What follows belongs to an exercise in optimizing a design on an open flow for small area, a short achievable clock period and few clock cycles; a production flow would make more cautious choices. Where RTL was checked, it was by simulation tests only, not by an equivalence proof against the original. Power and IR drop assume default switching activity.

== run C ==
## GCD
module GCD #(parameter WIDTH = 16) (clk,a,b,start,gcd,done);
    input clk;
    input [WIDTH-1:0] a;
    input [WIDTH-1:0] b;
    input start;
    output [WIDTH-1:0] gcd;
    output done;
    localparam KW = 4;    
    reg [WIDTH-1:0] x, y;
    reg [KW-1:0] k;
    function [KW-1:0] ctz;
        input [WIDTH-1:0] v;
        integer i;
        begin
            ctz = 0;
            for (i = WIDTH-1; i >= 0; i = i - 1)
                if (v[i]) ctz = i;
        end
    endfunction
    wire [WIDTH-1:0] kh = {{(WIDTH-1){1'b0}}, 1'b1} << k;
    wire [WIDTH-1:0] kh1 = {kh[WIDTH-2:0], 1'b0};
    wire [WIDTH-1:0] e = x ^ y;
    wire nx = ~|(x & kh);
    wire ny = ~|(y & kh);
    wire x1 = |(x & kh1);
    wire y1 = |(y & kh1);
    wire e1 = |(e & kh1);
    wire [WIDTH:0] d = {1'b0, x} - {1'b0, y};
    wire neg = d[WIDTH];
    reg [WIDTH-1:0] m;
    integer i;
    always @* begin
        m[0] = 1'b0;
        for (i = 1; i < WIDTH; i = i + 1)
            m[i] = m[i-1] | e[i-1];
    end
    wire [WIDTH-1:0] ad = d[WIDTH-1:0] ^ (m & {WIDTH{neg}});
    wire busy = (e != 0);
    wire sub = busy & ~nx & ~ny;
    wire [WIDTH-1:0] v = nx ? x : ny ? y : ad;
    wire s1 = nx ? x1 : ny ? y1 : e1;
    wire [WIDTH-1:0] r = s1 ? {1'b0, v[WIDTH-1:1]} : {2'b00, v[WIDTH-1:2]};
    always @(posedge clk) begin
        if (start) begin
            x <= a;
            y <= b;
            k <= ctz(a | b);
        end else begin
            if (nx | (sub & ~neg))
                x <= r;
            if (ny | (sub & neg))
                y <= r;
        end
    end
    assign gcd = x;
    assign done = ~busy;
endmodule
Size in the first run: ~510 cells after synthesis, roughly 36 flip-flops, about 51 I/O pins.
export LEC_CHECK = 0
export CAP_MARGIN = 20
export CORE_MARGIN = 2
export CORE_UTILIZATION = 40
export SLEW_MARGIN = 20
create_clock -name core_clock -period 3.0 [get_ports {clk}]
run.sh (not shown) runs the stock make flow with config.mk's settings and CLKGATE_MAP_FILE= SYNTH_SCRIPT=/design/flow/synth_recipe.tcl, a recipe that flattens the netlist after the stock synthesis.
Run C -> stages 100% | layout checks FAIL | negative setup slack
Setup changes, run C to run E
--- a/flow/config.mk
+++ b/flow/config.mk
@@ -9,3 +9,4 @@
 export CORE_MARGIN = 2
 export CORE_UTILIZATION = 40
+export GPL_TIMING_DRIVEN = 0
 export SLEW_MARGIN = 20
[summary]
Note that the worst vdd rail ir drop recorded for run E amounts to 0.79 times the value seen in run C. There was hardly any difference in wire length of the first global-routing pass between run C and run E. Run E ran in full, but the layout does not pass; the checks complain about negative setup slack. Run C -> run E: via count decreased by a few percent. Final routed wirelength across all metal layers, run E and run C: lower on run E. Critical path depth delta for run E relative to run C: 1 lower. The setup slack of run E is smaller than that of run C. Summary — worst slew margin relative to its limit, run E relative to run C: higher, by 7.2 points. Run E vs. run C: met2 wire length moved down, number of nets in the layout lost about 14%, non-clock buffer count went down by 46%.
No functional check of the RTL was part of any run of this note.

Setup of build 72:
The RTL this note starts from:
==> flow/design.v <==
module GCD #(parameter WIDTH = 16) (clk,a,b,start,gcd,done);
    input clk;
    input [WIDTH-1:0] a;
    input [WIDTH-1:0] b;
    input start;
    output [WIDTH-1:0] gcd;
    output done;
    localparam KW = 4;    
    reg [WIDTH-1:0] x, y;
    reg [KW-1:0] k;
    function [KW-1:0] ctz;
        input [WIDTH-1:0] v;
        integer i;
        begin
            ctz = 0;
            for (i = WIDTH-1; i >= 0; i = i - 1)
                if (v[i]) ctz = i;
        end
    endfunction
    wire [WIDTH-1:0] kh = {{(WIDTH-1){1'b0}}, 1'b1} << k;
    wire [WIDTH-1:0] kh1 = {kh[WIDTH-2:0], 1'b0};
    wire [WIDTH-1:0] e = x ^ y;
    wire nx = ~|(x & kh);
    wire ny = ~|(y & kh);
    wire x1 = |(x & kh1);
    wire y1 = |(y & kh1);
    wire e1 = x1 ^ y1;                  
    wire [WIDTH-1:0] p = ~e;
    wire [WIDTH-1:0] g = x & ~y;
    wire [WIDTH-1:0] G, P;        
    gcd_prefix #(WIDTH) u_pfx (.g(g), .p(p), .G(G), .P(P));
    wire neg = ~(G[WIDTH-1] | P[WIDTH-1]);    
    wire busy = ~P[WIDTH-1];                  
    wire [WIDTH-1:0] Gb = {G[WIDTH-2:0], 1'b0};
    wire [WIDTH-1:0] Pb = {P[WIDTH-2:0], 1'b1};
    wire [WIDTH-1:0] dxy = p ^ (Gb | Pb);
    wire [WIDTH-1:0] dyx = ~(p ^ Gb);
    wire sub = busy & ~nx & ~ny;
    wire [WIDTH-1:0] rx = e1 ? {1'b0, dxy[WIDTH-1:1]} : {2'b00, dxy[WIDTH-1:2]};
    wire [WIDTH-1:0] ry = e1 ? {1'b0, dyx[WIDTH-1:1]} : {2'b00, dyx[WIDTH-1:2]};
    wire [WIDTH-1:0] xn = x1 ? {1'b0, x[WIDTH-1:1]} : {2'b00, x[WIDTH-1:2]};
    wire [WIDTH-1:0] yn = y1 ? {1'b0, y[WIDTH-1:1]} : {2'b00, y[WIDTH-1:2]};
    wire wx = sub & ~neg;
    wire wy = sub & neg;
    wire [WIDTH-1:0] nxt_x = ({WIDTH{start}} & a) |
                             ({WIDTH{~start & nx}} & xn) |
                             ({WIDTH{~start & ~nx & wx}} & rx) |
                             ({WIDTH{~start & ~nx & ~wx}} & x);
    wire [WIDTH-1:0] nxt_y = ({WIDTH{start}} & b) |
                             ({WIDTH{~start & ny}} & yn) |
                             ({WIDTH{~start & ~ny & wy}} & ry) |
                             ({WIDTH{~start & ~ny & ~wy}} & y);
    always @(posedge clk) begin
        x <= nxt_x;
        y <= nxt_y;
        if (start)
            k <= ctz(a | b);
    end
    assign gcd = x;
    assign done = ~busy;
endmodule
module gcd_prefix #(parameter WIDTH = 16) (g, p, G, P);
    input [WIDTH-1:0] g, p;
    output [WIDTH-1:0] G, P;
    localparam L = 4;    
    wire [WIDTH-1:0] gl [0:L];
    wire [WIDTH-1:0] pl [0:L];
    assign gl[0] = g;
    assign pl[0] = p;
    genvar l, i;
    generate
        for (l = 0; l < L; l = l + 1) begin : lv
            for (i = 0; i < WIDTH; i = i + 1) begin : bt
                if (((i >> l) & 1) == 1) begin : op
                    gcd_pg u (.gh(gl[l][i]), .ph(pl[l][i]),
                              .gl(gl[l][((i >> l) << l) - 1]), .pl(pl[l][((i >> l) << l) - 1]),
                              .g(gl[l+1][i]), .p(pl[l+1][i]));
                end else begin : pass
                    assign gl[l+1][i] = gl[l][i];
                    assign pl[l+1][i] = pl[l][i];
                end
            end
        end
    endgenerate
    assign G = gl[L];
    assign P = pl[L];
endmodule
module gcd_pg (gh, ph, gl, pl, g, p);
    input gh, ph, gl, pl;
    output g, p;
    assign g = gh | (ph & gl);
    assign p = ph & pl;
endmodule
export LEC_CHECK = 0
export CAP_MARGIN = 20
export CORE_MARGIN = 2
export CORE_UTILIZATION = 40
export SLEW_MARGIN = 20
export SYNTH_HIERARCHICAL = 1
create_clock -name core_clock -period 3.0 [get_ports {clk}]
Looking at the reports, build 72 completed the entire flow and the layout it produced met the timing, DRC and antenna checks.
Testbench counts of build 72, summed over its fixed seeds: cycles 36,528.
### build 72 -> build 62
- GPL_TIMING_DRIVEN newly set to 0
--- outcome ---
Reported for build 62 and build 72, count of endpoints failing hold in the final timing report turned out identical to the last digit. Build 62 vs. build 72: setup slack on the worst flop-to-flop path went down by 0.03 ns. Comparing build 62 and build 72, the higher clock-buffer cell count is on build 62. Build 62: wire length on met2 is 510 um higher than what build 72 reported. Build 62 vs build 72, worst-case hold slack went down by 0.035 ns. Build 62 vs build 72 — switching share of power dropped 0.44 points. In the reports for build 62 and build 72, the larger global-route usage belongs to build 62. Compared with build 72, build 62 shows number of buffers other than clock buffers in the final layout that has gone up by a little under 10%. Build 62: share of the cycle needed by the critical path after routing 0.91 points above build 72. According to the power report, total power for build 62 is higher than for build 72.
Inputs modified between build 62 and build 26:
- removing GPL_TIMING_DRIVEN (formerly 0)
- removing SYNTH_HIERARCHICAL (formerly 1)
--- outcome ---
The lower global-route usage of build 62 and build 26 is in build 62. [build 26] internal cell power rose 7.3% relative to build 62. From build 62 to build 26 the numbers moved as follows: wire length now sits higher, layout clock buffer count now sits lower. sky130_fd_sc_hd__clkdlybuf4s50_1 as the leading cell type in the layout, fill and taps excluded was reported by build 62, and sky130_fd_sc_hd__buf_4 by build 26. Final clock period utilization by the worst path came out higher on build 26 than on build 62. When build 26 is set beside build 62, its post-route non-filler standard cell count turns out to be 59 larger. Build 26 vs build 62 — worst setup margin dropped 0.050 ns. The higher routed via count of build 62 and build 26 is in build 26.
Changes in build 52 relative to build 26:
- SLEW_MARGIN: 20 -> 0
- SYNTH_HIERARCHICAL: unset -> 1
- CAP_MARGIN: 20 -> 0
### Flow results
From build 26 to build 52 the numbers moved as follows: buffers plus inverters on the worst setup path now sits lower; register share of the cell area rose by 0.65 points; worst setup slack picked up an extra 0.077 ns; count of flip-flops with a built-in enable after synthesis essentially unchanged; cell count went down by 67.

the previous run:
GCD, a different RTL version from the one above (not shown whole).
Size: about 610 cells after synthesis, roughly 38 flip-flops, roughly 51 I/O pins.
make LEC_CHECK=0 CAP_MARGIN=20 CORE_MARGIN=2 CORE_UTILIZATION=40 SETUP_SLACK_MARGIN=0.4 SLEW_MARGIN=20 SYNTH_HIERARCHICAL=1 finish   # period 3.0 ns
--- input diff the previous run..the current run ---
Settings: a deleted SETUP_SLACK_MARGIN that had been 0.4.
## What came out
[the current run vs the previous run] worst vdd rail ir drop: higher in the current run. Sort the previous run and the current run by pre-CTS setup slack, ascending, and the previous run comes first. From the current run to the previous run, remaining antenna violation count did not move at all. Total power on the current run is down relative to the previous run. Internal power, the current run vs the previous run: down by a little under 10%. Relative to the previous run, non-clock buffer count has decreased by about 28% in the current run. Compared to the previous run, the current run leaves more free space in the core.
No run of this note included a check of the RTL's function; only the layout flow was run.

Another version of the RTL of GCD (not shown whole).
Size: roughly 36 flip-flops.
==> flow/design.v (excerpt) <==
module GCD #(parameter WIDTH = 16) (clk,a,b,start,gcd,done);
clock: 3.0 ns
lec_check: 0
cap_margin: 20
core_margin: 2
core_utilization: 40
gpl_timing_driven: 0
slew_margin: 20
synth_hierarchical: 1
The first run ran to the end with violations: negative setup slack.
Rerun with:
- GPL_TIMING_DRIVEN: 0 -> unset
The changed run reached the layout checks and failed them: negative setup slack. Wire length fell by 5.6%. Power goes down by 6.2%. Via count climbs by 0.50%. Worst hold slack gets worse by 17 ps. Clock skew hardly moves. Cell count goes up by 1.3%. Global-route usage came out lower by 2.9 points. Synthesized cell count does not change.
No run of this note included a check of the RTL's function; only the layout flow was run.

==> separate check: timing with driven ports <==
No port has a modelled driver above. Below, the same layouts with a new extraction and two added sets of constraints.
Step 1: set_driving_cell puts a clkbuf_16 on clk and a buf_2 on each other input, an assumption about the parent block.
Step 2 times the ports against the registers' clock, not the clock port: input delays grow and output delays shrink by t, the midpoint of the rising clock arrivals with the driver on.
a / b / c = no drivers / after step 1 / after step 2; a / b = the first two.
| run | shift t [ns] | slack for setup (ns) | worst register clock-pin slew, ns | pins driven straight from the clock port |
|---|---|---|---|---|
| run C | 0.306 | -0.183 / -0.183 / -0.183 | 0.07 / 0.07 | 1 |
| run E | 0.308 | -0.251 / -0.251 / -0.251 | 0.07 / 0.07 | 1 |
| build 72 | 0.322 | 0.153 / 0.153 / 0.153 | 0.08 / 0.08 | 1 |
| build 62 | 0.325 | 0.126 / 0.126 / 0.092 | 0.09 / 0.09 | 1 |
| build 26 | 0.322 | 0.076 / 0.076 / 0.076 | 0.08 / 0.08 | 1 |
| build 52 | 0.322 | 0.153 / 0.153 / 0.153 | 0.08 / 0.08 | 1 |
| the previous run | 0.319 | 0.296 / 0.296 / 0.296 | 0.06 / 0.06 | 1 |
| the current run | 0.322 | 0.074 / 0.035 / 0.163 | 0.06 / 0.06 | 1 |
| the first run of note 4 | 0.319 | -0.114 / -0.114 / -0.114 | 0.07 / 0.07 | 1 |
| the second run of note 4 | 0.316 | -0.019 / -0.019 / -0.019 | 0.08 / 0.08 | 1 |
The setup slack of build 62, which loses most, moves by 0.000 ns with the drivers and by -0.034 ns with both steps.
